Background: an optimization exercise with open tools, aiming at small area and a short achievable clock period. Do not read the settings as production practice. In this exercise RTL edits were held to simulation tests only and were not proved equivalent to the original. The flow treats the clock pin as an ideal source, which a real chip does not have. Power figures rest on the tool's default switching activity, not on a simulated workload.

Design adder64, start of the top module:
module adder64 (clk, x, y, result);
    input clk;
    input [63:0] x, y;
    output [64:0] result;
    localparam K = 3;
    localparam NB = (64 + K - 1) / K;
    wire [63:0] s;
    wire [NB-1:0] c;
    reg [63:0] s_r;
    reg [NB-1:0] c_r;
    reg [64:0] result_r;
    wire [64:0] sum;
    block_sum #(64, K) pre (.x(x), .y(y), .s(s), .c(c));
    carry_lookahead_adder #(64, K) add (.s(s_r), .c(c_r), .result(sum));
    always @(posedge clk) begin
        s_r <= s;
        c_r <= c;
        result_r <= sum;
    end
    assign result = result_r;
endmodule
For scale: ~330 cells after synthesis, about 150 flip-flops, about 0.0052 sq mm of cells after synthesis.
export LEC_CHECK = 0
export CAP_MARGIN = 20
export CORE_MARGIN = 2
export CORE_UTILIZATION = 60
export SLEW_MARGIN = 20
export SYNTH_HIERARCHICAL = 1
export SYNTH_MINIMUM_KEEP_SIZE = 0
create_clock -name core_clock -period 28.0 [get_ports {clk}]
standard.sh (not shown) runs the stock make flow with config.mk's settings and CLKGATE_MAP_FILE= SYNTH_SCRIPT=/design/flow/synth_recipe.tcl, a recipe that flattens the netlist after the stock synthesis.
==> flow/flow/run.sh <==
#!/bin/bash
# Standard layout, with the smallest buffer on every port and a lighter
# clock tree. Full tool output goes to standard.log.
export BUFFER_PORTS_ARGS="-buffer_cell sky130_fd_sc_hd__buf_1"
export CTS_ARGS="-sink_clustering_enable -repair_clock_nets -dont_use_dummy_load -buf_list sky130_fd_sc_hd__clkbuf_4 -root_buf sky130_fd_sc_hd__clkbuf_8 -sink_buffer_max_cap_derate 0.6"
bash standard.sh > standard.log 2>&1
Edit:
==> flow/flow/run.sh (replaced) <==
#!/bin/bash
# Standard layout, with the smallest buffer on every port and a lighter
# clock tree. Full tool output goes to standard.log.
export BUFFER_PORTS_ARGS="-buffer_cell sky130_fd_sc_hd__buf_1"
export CTS_ARGS="-sink_clustering_enable -repair_clock_nets -dont_use_dummy_load -buf_list sky130_fd_sc_hd__clkbuf_8 -root_buf sky130_fd_sc_hd__clkbuf_8"
bash standard.sh > standard.log 2>&1
Settings changed: CORE_UTILIZATION 60 to 75, PLACE_DENSITY from default to 0.8.
=> Via count increases by about 7.5%; power rose by about 8%; die area decreases by 19%; design area came out higher by 1.4%; routed wire length climbs by 26%; global-route usage rose by 9.7 points.
Edit:
Settings changed: CORE_UTILIZATION 75 to 60, PLACE_DENSITY 0.8 to default.
The new run completed with no timing, DRC or antenna violations.
Sequential share of layout area goes down by 0.12 points.
Register-to-register slack gains 0.17 ns.
Count of clock-buffer cells in the layout does not change.
Clock skew drops by 0.0062 ns.
Via count is lower by about 7%.
Critical path depth does not change.
Power decreases by about 1.8%.
Synthesized area is unchanged.
Routed wire length decreases by 21%.
Clock power barely changes.

========
v21:
adder64, a different RTL version from the one above (not shown whole).
Size: roughly 150 flip-flops.
==> flow/config.mk <==
export PLATFORM = sky130hd
export DESIGN_NAME = adder64
export DESIGN_NICKNAME = adder64
export VERILOG_FILES = /design/flow/design.v
export SDC_FILE = /design/flow/constraint.sdc
export NUM_CORES = 4
export LEC_CHECK = 0
export CAP_MARGIN = 20
export CORE_MARGIN = 2
export CORE_UTILIZATION = 60
export SLEW_MARGIN = 20
export SYNTH_HIERARCHICAL = 1
export SYNTH_MINIMUM_KEEP_SIZE = 0
==> flow/constraint.sdc <==
create_clock -name core_clock -period 28.0 [get_ports {clk}]
set_input_delay 5.6000 -clock core_clock [delete_from_list [all_inputs] [get_ports {clk}]]
set_output_delay 5.6000 -clock core_clock [all_outputs]
set_load 0.01 [all_outputs]
==> flow/flow/run.sh <==
#!/bin/bash
# Standard layout, with the smallest buffer on every port and a lighter
# clock tree. Full tool output goes to standard.log.
export BUFFER_PORTS_ARGS="-buffer_cell sky130_fd_sc_hd__buf_1"
export CTS_ARGS="-sink_clustering_enable -repair_clock_nets -dont_use_dummy_load -buf_list sky130_fd_sc_hd__clkbuf_8 -root_buf sky130_fd_sc_hd__clkbuf_16 -sink_clustering_size 25 -sink_clustering_max_diameter 80"
bash standard.sh > standard.log 2>&1
Setup changes, v21 to v18
Settings: a change of CORE_UTILIZATION from 60 to 80; an added PLACE_DENSITY of 0.85.
==> flow/flow/run.sh <==
#!/bin/bash
# Standard layout, with the smallest buffer on every port and a lighter
# clock tree. Full tool output goes to standard.log.
export BUFFER_PORTS_ARGS="-buffer_cell sky130_fd_sc_hd__buf_1"
export CTS_ARGS="-sink_clustering_enable -repair_clock_nets -dont_use_dummy_load -buf_list sky130_fd_sc_hd__clkbuf_4 -root_buf sky130_fd_sc_hd__clkbuf_16"
bash standard.sh > standard.log 2>&1
==> notes.md <==
- Between v21 and v18, total power decreased.
- Comparing v21 against v18, there is no change at all in clock-buffer cell count.
- The higher floorplan die area came out of v21.
- Sum of negative setup slack came out exactly the same in v21 and v18.
- Cmp v21 and v18 / combinational power / lower: v21
> inputs changed (v18 -> v6)
Settings: swapping 80 for 60 in CORE_UTILIZATION; clearing PLACE_DENSITY, which used to be 0.85.
==> flow/flow/run.sh <==
#!/bin/bash
# Standard layout, with the smallest buffer on every port and a lighter
# clock tree. Full tool output goes to standard.log.
export BUFFER_PORTS_ARGS="-buffer_cell sky130_fd_sc_hd__buf_1"
export CTS_ARGS="-sink_clustering_enable -repair_clock_nets -dont_use_dummy_load -buf_list {sky130_fd_sc_hd__clkbuf_4 sky130_fd_sc_hd__clkbuf_8} -root_buf sky130_fd_sc_hd__clkbuf_16"
bash standard.sh > standard.log 2>&1
==> comparison <==
In terms of clock-buffer cell count, v18 and v6 differ only marginally. v18 → v6: width of the die now sits higher; die area went up. Of v18 and v6, the run reporting the higher non-clock buffer share of cell area was v18. Fill cell instance count of the final layout, v18 and v6: lower on v18. v6 — setup slack 0.080 ns higher, v18 as reference. Standby leakage power on v6 is behind v18.

========
The RTL this note starts from:
==> flow/design.v <==
module half_adder(a, b, s, co);
	input a, b;
	output s, co;
	assign s = a ^ b;
	assign co = a & b;
endmodule
module full_adder(a, b, ci, s, co);
	input a, b, ci;
	output s, co;
	assign s = a ^ b ^ ci;
	assign co = (a & b) | ((a ^ b) & ci);
endmodule
module block_sum(x, y, s, c);
	parameter n = 64;
	parameter K = 3;
	localparam NB = (n + K - 1) / K;
	input  [n-1:0] x, y;
	output [n-1:0] s;
	output [NB-1:0] c;
	wire [n:0] cc;      
	genvar i;
	generate
		for (i = 0; i < n; i = i + 1)
		begin : bit_
			if (i % K == 0)
			begin : h
				half_adder ha (.a(x[i]), .b(y[i]), .s(s[i]), .co(cc[i+1]));
			end
			else
			begin : f
				full_adder fa (.a(x[i]), .b(y[i]), .ci(cc[i]), .s(s[i]), .co(cc[i+1]));
			end
			if ((i % K == K - 1) || (i == n - 1))
			begin : out_
				assign c[i / K] = cc[i+1];
			end
		end
	endgenerate
endmodule
module carry_cell(p, g, ci, co);
	parameter W = 3;
	input [W-1:0] p;
	input g, ci;
	output co;
	assign co = g | (&p & ci);
endmodule
module carry_lookahead_adder(s, c, result);
	parameter n = 64;
	parameter K = 3;
	localparam NB = (n + K - 1) / K;
	input  [n-1:0] s;
	input  [NB-1:0] c;
	output [n:0] result;
	wire [NB:0] ci;     
	wire [n-1:0] t;     
	assign ci[0] = 1'b0;
	assign result[n] = ci[NB];
	genvar i, b;
	generate
		for (i = 0; i < n; i = i + 1)
		begin : bit_
			if (i % K == 0)
			begin : first
				assign t[i] = ci[i / K];
			end
			else
			begin : rest
				assign t[i] = t[i-1] & s[i-1];
			end
			assign result[i] = s[i] ^ t[i];
		end
		for (b = 0; b < NB; b = b + 1)
		begin : blk
			localparam LO = b * K;
			localparam HI = (b * K + K - 1 < n - 1) ? b * K + K - 1 : n - 1;
			carry_cell #(HI - LO + 1) cc (.p(s[HI:LO]), .g(c[b]), .ci(ci[b]), .co(ci[b+1]));
		end
	endgenerate
endmodule
module adder64 (clk, x, y, result);
    input clk;
    input [63:0] x, y;
    output [64:0] result;
    localparam K = 3;
    localparam NB = (64 + K - 1) / K;
    wire [63:0] s;
    wire [NB-1:0] c;
    reg [63:0] s_r;
    reg [NB-1:0] c_r;
    reg [64:0] result_r;
    wire [64:0] sum;
    block_sum #(64, K) pre (.x(x), .y(y), .s(s), .c(c));
    carry_lookahead_adder #(64, K) add (.s(s_r), .c(c_r), .result(sum));
    always @(posedge clk) begin
        s_r <= s;
        c_r <= c;
        result_r <= sum;
    end
    assign result = result_r;
endmodule
Settings: LEC_CHECK=0, CAP_MARGIN=20, CORE_MARGIN=2, CORE_UTILIZATION=60, SLEW_MARGIN=20, SYNTH_HIERARCHICAL=1, SYNTH_MINIMUM_KEEP_SIZE=0; clock period 28.0 ns.
==> flow/flow/run.sh <==
#!/bin/bash
# Standard layout, with the smallest buffer on every port and a lighter
# clock tree. Full tool output goes to standard.log.
export BUFFER_PORTS_ARGS="-buffer_cell sky130_fd_sc_hd__buf_1"
export CTS_ARGS="-sink_clustering_enable -repair_clock_nets -dont_use_dummy_load -buf_list sky130_fd_sc_hd__clkbuf_8 -root_buf sky130_fd_sc_hd__clkbuf_4"
bash standard.sh > standard.log 2>&1
The starting point completed without violations.
Edit:
--- a/flow/flow/run.sh
+++ b/flow/flow/run.sh
@@ -5 +5 @@
-export CTS_ARGS="-sink_clustering_enable -repair_clock_nets -dont_use_dummy_load -buf_list sky130_fd_sc_hd__clkbuf_8 -root_buf sky130_fd_sc_hd__clkbuf_4"
+export CTS_ARGS="-repair_clock_nets -dont_use_dummy_load -buf_list sky130_fd_sc_hd__clkbuf_4 -root_buf sky130_fd_sc_hd__clkbuf_8"
The changed run went through all stages and came out clean.
Clock power goes down by 22%.
Die area does not change.
Total power goes down by 5.4%.
Edit:
--- a/flow/flow/run.sh
+++ b/flow/flow/run.sh
@@ -5 +5,2 @@
-export CTS_ARGS="-repair_clock_nets -dont_use_dummy_load -buf_list sky130_fd_sc_hd__clkbuf_4 -root_buf sky130_fd_sc_hd__clkbuf_8"
+export CTS_ARGS="-sink_clustering_enable -repair_clock_nets -dont_use_dummy_load -buf_list sky130_fd_sc_hd__clkbuf_8 -root_buf sky130_fd_sc_hd__clkbuf_8"
+export SETUP_SLACK_MARGIN=21.65
Effect: Total power climbs by roughly a tenth. Worst hold slack degrades by 0.012 ns. Synthesized cell count stays the same. Utilization climbs by 11 points. Global-route usage climbs by 1.7 points. Sequential share of layout area drops by 6.5 points. Synthesized area is unchanged.
Edit:
==> flow/flow/run.sh (replaced) <==
#!/bin/bash
# Standard layout, with the smallest buffer on every port and a lighter
# clock tree (clkbuf_4 leaves, widened where they drive many flip-flops).
# Full tool output goes to standard.log.
export BUFFER_PORTS_ARGS="-buffer_cell sky130_fd_sc_hd__buf_1"
export CTS_ARGS="-sink_clustering_enable -repair_clock_nets -dont_use_dummy_load -buf_list sky130_fd_sc_hd__clkbuf_4 -root_buf sky130_fd_sc_hd__clkbuf_8"
export POST_CTS_TCL="$(pwd)/flow/post_cts.tcl"
bash standard.sh > standard.log 2>&1
==> flow/flow/post_cts.tcl (new file) <==
# After CTS: a leaf clock buffer that drives many flip-flops is widened to
# clkbuf_8, to keep the slew at the flip-flop clock pins low.
set n_up 0
foreach inst [get_cells clkbuf_*] {
  set out [get_pins -of_objects $inst -filter "direction==output"]
  set fo [llength [get_pins -of_objects [get_nets -of_objects $out] -filter "direction==input"]]
  set cell [get_property [get_lib_cells -of_objects $inst] name]
  if { $cell == "sky130_fd_sc_hd__clkbuf_4" && $fo >= 11 } {
    replace_cell $inst sky130_fd_sc_hd__clkbuf_8
    incr n_up
  }
}
puts "post_cts: widened $n_up leaf clock buffers"
detailed_placement
check_placement -verbose
estimate_parasitics -placement
What happened: The changed run went through all stages and came out clean; cell count stays the same; count of clock-buffer cells in the layout does not change; combinational power drops by 27%; core utilization goes down by 11 points; wire length is lower by 14%; via count decreases by 4.5%; synthesized cell count stays the same; total power went down by 11%.

## what the ideal ports hide
In the flow no input, the clock included, has a driving cell. The finished layouts below were timed again as built, in two steps. Step 1 assumes that a clkbuf_16 drives the clock port and a buf_2 every other input. Step 2 times the ports against the registers' clock, not the clock port: input delays grow and output delays shrink by t, the midpoint of the rising clock arrivals with the driver on. Three values: ideal ports, drivers, drivers and shift; two values: the first two.
run | t (ns) | setup slack, ns | slew at the worst register clock pin (ns) | cell pins on the clock port's net
the first run of note 1 | 0.420 | 21.500 / 21.469 / 21.122 | 0.12 / 0.12 | 1
the second run of note 1 | 0.443 | 21.460 / 21.431 / 21.111 | 0.09 / 0.09 | 1
the third run of note 1 | 0.433 | 21.511 / 21.480 / 21.123 | 0.08 / 0.08 | 1
v21 | 0.379 | 21.477 / 21.489 / 21.110 | 0.08 / 0.08 | 1
v18 | 0.382 | 21.397 / 21.397 / 21.015 | 0.12 / 0.12 | 1
v6 | 0.379 | 21.477 / 21.489 / 21.110 | 0.08 / 0.08 | 1
the first run of note 3 | 0.558 | 21.385 / 21.355 / 21.122 | 0.08 / 0.08 | 1
the second run of note 3 | 0.420 | 21.500 / 21.469 / 21.122 | 0.12 / 0.12 | 1
the third run of note 3 | 0.443 | 21.527 / 21.494 / 21.161 | 0.08 / 0.08 | 1
the fourth run of note 3 | 0.414 | 21.508 / 21.477 / 21.134 | 0.10 / 0.10 | 1
After both steps every run listed still meets setup and hold. For the third run of note 1, which loses most, drivers alone change the setup slack by -0.031 ns; drivers and shift together by -0.388 ns.
